What follows belongs to an exercise in optimizing a design on an open flow for small area; a production flow would make more cautious choices.
The RTL was checked by simulation tests, not by an equivalence proof against the original design.
Power figures rest on the tool's default switching activity, not on a simulated workload.

File: design/flow/config.mk
export PLATFORM = sky130hd
export DESIGN_NAME = Mitm
export DESIGN_NICKNAME = Mitm
export VERILOG_FILES = /design/flow/design.v
export SDC_FILE = /design/flow/constraint.sdc
export NUM_CORES = 4
export LEC_CHECK = 0
export CAP_MARGIN = 20
export CORE_MARGIN = 2
export CORE_UTILIZATION = 40
export SLEW_MARGIN = 20
File: design/flow/constraint.sdc
create_clock -name core_clock -period 10.0 [get_ports {CLK}]
set_input_delay 2.0000 -clock core_clock [delete_from_list [all_inputs] [get_ports {CLK}]]
set_output_delay 2.0000 -clock core_clock [all_outputs]
set_load 0.01 [all_outputs]
File: design/flow/design.v
`timescale 1ns / 1ps
module Receiver(
	input wire clk,
	input wire rst,
	input wire din,
	output reg [7:0] data,
	output wire valid
	);
localparam [8:0] C0 = 9'd440;
reg [3:0] ph;
reg [8:0] cnt;
wire idle  = (ph[3:1] == 3'b000);
wire start = (ph == 4'd2);
wire stop  = (ph == 4'd3);
wire e139  = ((cnt & 9'b001111101) == (9'd346 & 9'b001111101));
wire e278  = ((cnt & 9'b110111001) == (9'd70  & 9'b110111001));
wire e140  = ((cnt & 9'b101001010) == (9'd180 & 9'b101001010));
assign valid = (ph == 4'd1);
always @(posedge clk) begin
	cnt <= (idle | e278) ? C0 : {cnt[7:0], cnt[8] ^ cnt[1]};
	if (ph[3] && e139)
		data[ph[2:0]] <= din;
	if (rst)
		ph <= 4'd0;
	else if (idle)
		ph <= din ? 4'd0 : 4'd2;
	else if (start) begin
		if (e139 && din) ph <= 4'd0;
		else if (e278) ph <= 4'd8;
	end else if (stop) begin
		if (e139 && !din) ph <= 4'd0;
		else if (e140) ph <= 4'd1;
	end else if (e278)
		ph <= (ph == 4'd15) ? 4'd3 : ph + 4'd1;
end
endmodule
`timescale 1ns / 1ps
module Transmitter(
	input wire clk,
	input wire rst,
	input wire en,
	output wire [2:0] idx,
	input wire bit_in,
	output reg dout
	);
localparam [8:0] C0 = 9'd171;
reg [3:0] ph;
reg [8:0] cnt;
wire ready = (ph[3:1] == 3'b000);
wire start = (ph == 4'd2);
wire e0    = ((cnt & 9'b101110100) == (9'd171 & 9'b101110100));
wire e278  = ((cnt & 9'b110100111) == (9'd280 & 9'b110100111));
assign idx = ph[2:0];
always @(posedge clk) begin
	cnt <= (ready | e278) ? C0 : {cnt[7:0], cnt[8] ^ cnt[1]};
	if (rst | ~ph[3] & ~start)
		dout <= 1'b1;
	else if (start)
		dout <= 1'b0;
	else if (e0)
		dout <= bit_in;
	if (rst)
		ph <= 4'd0;
	else if (ready)
		ph <= en ? 4'd2 : 4'd0;
	else if (e278)
		ph <= start ? 4'd8 : (ph == 4'd15) ? 4'd3 : ph[3] ? ph + 4'd1 : 4'd0;
end
endmodule
`timescale 1ns / 1ps
module Mitm(
	input wire CLK,
	input wire rst,  
	input wire RX,
	output wire TX,
	output wire C4,  
	output wire C5,  
	input wire C6,  
	input wire C7,  
	output reg LED1
);
reg [1:0] state;
wire green  = ~state[1];
wire normal = ~state[0];
reg grn, fwd_bs, fwd_bg;
reg bs_en, bg_en;
wire [7:0] data, bs_data_rx, bg_data_rx;
wire usb_valid, bs_valid, bg_valid;
wire [2:0] usb_idx, bs_idx, bg_idx;
Receiver r_usb(.clk(CLK), .rst(rst), .din(RX), .data(data), .valid(usb_valid));
Receiver r_bs (.clk(CLK), .rst(rst), .din(C6), .data(bs_data_rx), .valid(bs_valid));
Receiver r_bg (.clk(CLK), .rst(rst), .din(C7), .data(bg_data_rx), .valid(bg_valid));
wire [7:0] G = 8'd71;
Transmitter t_usb(.clk(CLK), .rst(rst), .en(usb_valid), .idx(usb_idx),
	.bit_in(data[usb_idx]), .dout(TX));
Transmitter t_bs(.clk(CLK), .rst(rst), .en(bs_en), .idx(bs_idx),
	.bit_in(fwd_bs ? bg_data_rx[bs_idx] : grn & G[bs_idx]), .dout(C4));
Transmitter t_bg(.clk(CLK), .rst(rst), .en(bg_en), .idx(bg_idx),
	.bit_in(fwd_bg ? bs_data_rx[bg_idx] : grn & G[bg_idx]), .dout(C5));
wire cmd = usb_valid & (data[7:4] == 4'b0100) & data[2] & data[1] & (data[3] | data[0]);
always @(posedge CLK) begin
	if (rst) begin
		state <= 2'b11;
		LED1 <= 1'b0;
		grn <= 1'b0;
		fwd_bs <= 1'b0;
		fwd_bg <= 1'b0;
		bs_en <= 1'b0;
		bg_en <= 1'b0;
	end else begin
		if (cmd) begin
			LED1 <= ~LED1;
			state <= {data[3], data[0]};
		end
		if (normal) begin
			bg_en <= bs_valid;
			bs_en <= bg_valid & ~bs_valid;
			if (bs_valid) fwd_bg <= 1'b1;
			else if (bg_valid) fwd_bs <= 1'b1;
		end else begin
			bg_en <= green;
			bs_en <= green;
			grn <= green;
			fwd_bs <= 1'b0;
			fwd_bg <= 1'b0;
		end
	end
end
endmodule
File: design/flow/run.sh
#!/bin/bash
# synth_recipe.tcl (not shown) runs the flow's synth.tcl, then flattens the netlist and writes it again
# the make line also repeats each setting of config.mk as NAME=value (left out here)
make -C /OpenROAD-flow-scripts/flow DESIGN_CONFIG=/design/flow/config.mk WORK_HOME=/design/flow/orfs CLKGATE_MAP_FILE= SYNTH_SCRIPT=/design/flow/synth_recipe.tcl finish
==> out/metrics.yaml <==
outcome: "finished clean"
vias_per_cell: 5.33
fin_area_um2: 6250
insertedDiodeCount: 0
ys_ff_latch: 113
grt_pass1_vias: 3830
ioPinCount: 9
cts_resized: 0
clkLatencyLatePin_ns: 0.42
max_clock_freq_ghz: 0.270
most-common-layout-cells: "89 x dfxtp_1, 48 x nand2_1, 37 x nor2_1"
dpl.hpwl_um: 7020
grt_use_met1_pct: 19.3
fin_ws_ns: 6.30
cp-end-kind: "flop"
synth_warnings: 3
floorplan.initialDensity_pct: 41.2
yosys.area.top_type_share_pct: 32.4
cp_data_arrival_time_ns: 4.04
yosys.area.top_type: "dfxtp_1"
grt_use_met2_pct: 23.5
ys_types: 59
max_slew_margin_pct: 37.6
grt_max_degree: 33
seq_area_frac_synth_pct: 45.5
use_met3_pct: 4.28
layout_commonest_cell: "dfxtp_1"
rsz0062_at_grt: "no"
hp-class: "flop to flop"
hold_buffers: 0
gp_congestion: 0.829
first_pass_iters: 4
synth_area_um2: 5500
leakagePower_nw: 2.15
worstMarginPinSlew_ns: 0.929
final-seq-area_um2: 2500
cts_max_level: 4
synth_area_leaders: "dfxtp_1 32%, edfxtp_1 13%, ha_1 4.8%"
path_class: "input port to flop"
area_growth_pct: 13.8
final_hold_viol_count: 0
period_needed_ns: 3.70
multi_input_comb_area_um2: 2780
dominantRegCellSynth: "dfxtp_1"
drc: 0
clock-sinks: 113
cts_buffers: 17
crit_path_start_kind: "input port"
cts_setup_buffers: 0
dieArea_um2: 14700
fin_util_pct: 46.9
grt.busiest_layer: "met2"
slowest_delay_ns: 0.67
grt_pass1_wl_um: 17600
place_ws_ns: 5.89
grt_util_all_layers_pct: 15.1
hold_slack_ns: 0.430
drive_gt1_share_pct: 14.2
finalNonFillerCells: 760
syn-instance-count: 566
cp_slowest_cell: "clkdlybuf4s50_1"
critPathMaxFanout: 10
peakVddDrop_uv: 119
synth.avg_cell_area_um2: 9.71
post-route-period-util_pct: 37.0
rows: 42
totalWireLength_um: 10400
fin_nets: 598
async_flop_share_pct: 0
maxSlewViolCount: 0
clk_pin_slew_ns: 0.06
power_mw: 1.53
cts_root_buf: "clkbuf_16"
worst_clock_skew_ns: 0.00830
p_per_area_nw_per_um2: 245
place_area_um2: 5690
finalSetupTns_ns: 0
grt_remaining_overflow: 0
crit_path_cell_trace: "clkdlybuf4s50_1 > nand4bb_1 > nor4_1 > o32ai_2 > or4_1 > a21oi_1"
tritoncts: "done"
antenna_found_initial: 0
die_w_um: 121
maxCapViolCount: 0
dp_cells: 729
wl_per_cell_um: 13.6
setup_viol_count_final: 0
vias: 4051
drtIter0Drc: 284
fp.dieH_um: 121
n_fill_cell: 1274
clk_path_buf_depth: 2
port_buffers: 8
synth_edf_count: 24
synth_fp_nets: 592
coreArea_um2: 13300
cp_data_required_time_ns: 10.34
ant_nets: 0
[worst max-delay path, delay by kind of cell]
| family | cells | cell delay, ns |
|---|---|---|
| and+or+nand+nor | 3 | 0.97 |
| AOI/OAI and AO/OA | 2 | 0.40 |
| buffers and inverters | 1 | 0.67 |
[registers in the layout (all words and copies together), names as in the netlist, 8 cells and up]
signal and count:
r_bg.cnt 9, r_bg.data 8, r_bs.cnt 9, r_bs.data 8, r_usb.cnt 9, r_usb.data 8
t_bg.cnt 9, t_bs.cnt 9, t_usb.cnt 9
[synthesized netlist by cell type, drive strengths merged, types with 13 or more instances]
cell type,count
dfxtp,89
nand2,48
nor2,37
o21ai,32
a21oi,29
inv,27
edfxtp,24
ha,21
clkbuf,20
nor3,16
nor4,16
or2,16
nand2b,14
or3,14
mux2i,13
nand3,13
[path summary, 6_finish.rpt]
| path | startpoint | end | slack [ns] | cells after the start |
|---|---|---|---|---|
| max | C6 | r_bs.ph[2] | 6.30 | 6 |
| min | t_usb.cnt[3] | t_usb.cnt[4] | 0.43 | 1 |
| max reg2reg | r_bs.ph[0] | r_bs.ph[1] | 7.49 | 7 |
| min reg2reg | t_usb.cnt[3] | t_usb.cnt[4] | 0.43 | 1 |
[layout make-up]
class,instances,area share [%]
Inverter,27,1.62
Sequential cell,113,40.0
Timing Repair Buffer,11,1.64
Tap cell,176,3.52
Multi-Input combinational cell,402,44.5
Clock buffer,19,7.42
Clock inverter,12,1.30
[power breakdown]
part / internal, mW / leakage (nW) / switching [mW]
clock: 0.335 / 0.271 / 0.216
combinational: 0.173 / 0.939 / 0.204
sequential: 0.527 / 0.940 / 0.0763
total: 1.04 / 2.15 / 0.497
[cell families after synthesis]
group / after synthesis / share of synthesized area [%]
adders and majority gates: 21 / 4.78
xor gates and xnor gates: 13 / 2.07
and+or+nand+nor: 243 / 25.2
DFF: 113 / 45.5
AOI/OAI and AO/OA: 94 / 11.0
buffers and inverters: 51 / 4.10
muxes: 31 / 7.29
[routing by layer]
layer | wire length (um) | vias up | part of all wire, %
met1 | 5020 | 1910 | 48
li1 | - | 2059 | -
met2 | 4780 | 66 | 46
met3 | 335 | 16 | 3.2
met4 | 230 | 0 | 2.2
met5 | 0 | - | 0

-- port drivers added, routing unchanged --
In the flow no input, the clock included, has a driving cell. The finished layout below was timed again as built, in two steps.
Step 1 assumes that a clkbuf_16 drives the clock port and a buf_2 every other input.
Step 2 adds t to the input delays and takes it off the output delays; t is the mean of the earliest and latest rising clock arrival at the registers after step 1. Input paths then give back, and output paths get back, about the clock's delay inside the block.
Slacks: ideal ports / drivers / drivers and shift; pairs: ideal ports / drivers.
t (ns): 0.450
setup WS [ns]: 6.301 / 6.313 / 5.863
worst setup path after step 2: input to register
clock arrival spread, ns: 0.008 / 0.009
cell pins on the clock port's net: 1
After both steps this run still meets setup and hold. The setup slack of this run moves by +0.012 ns with the drivers and by -0.438 ns with both steps.
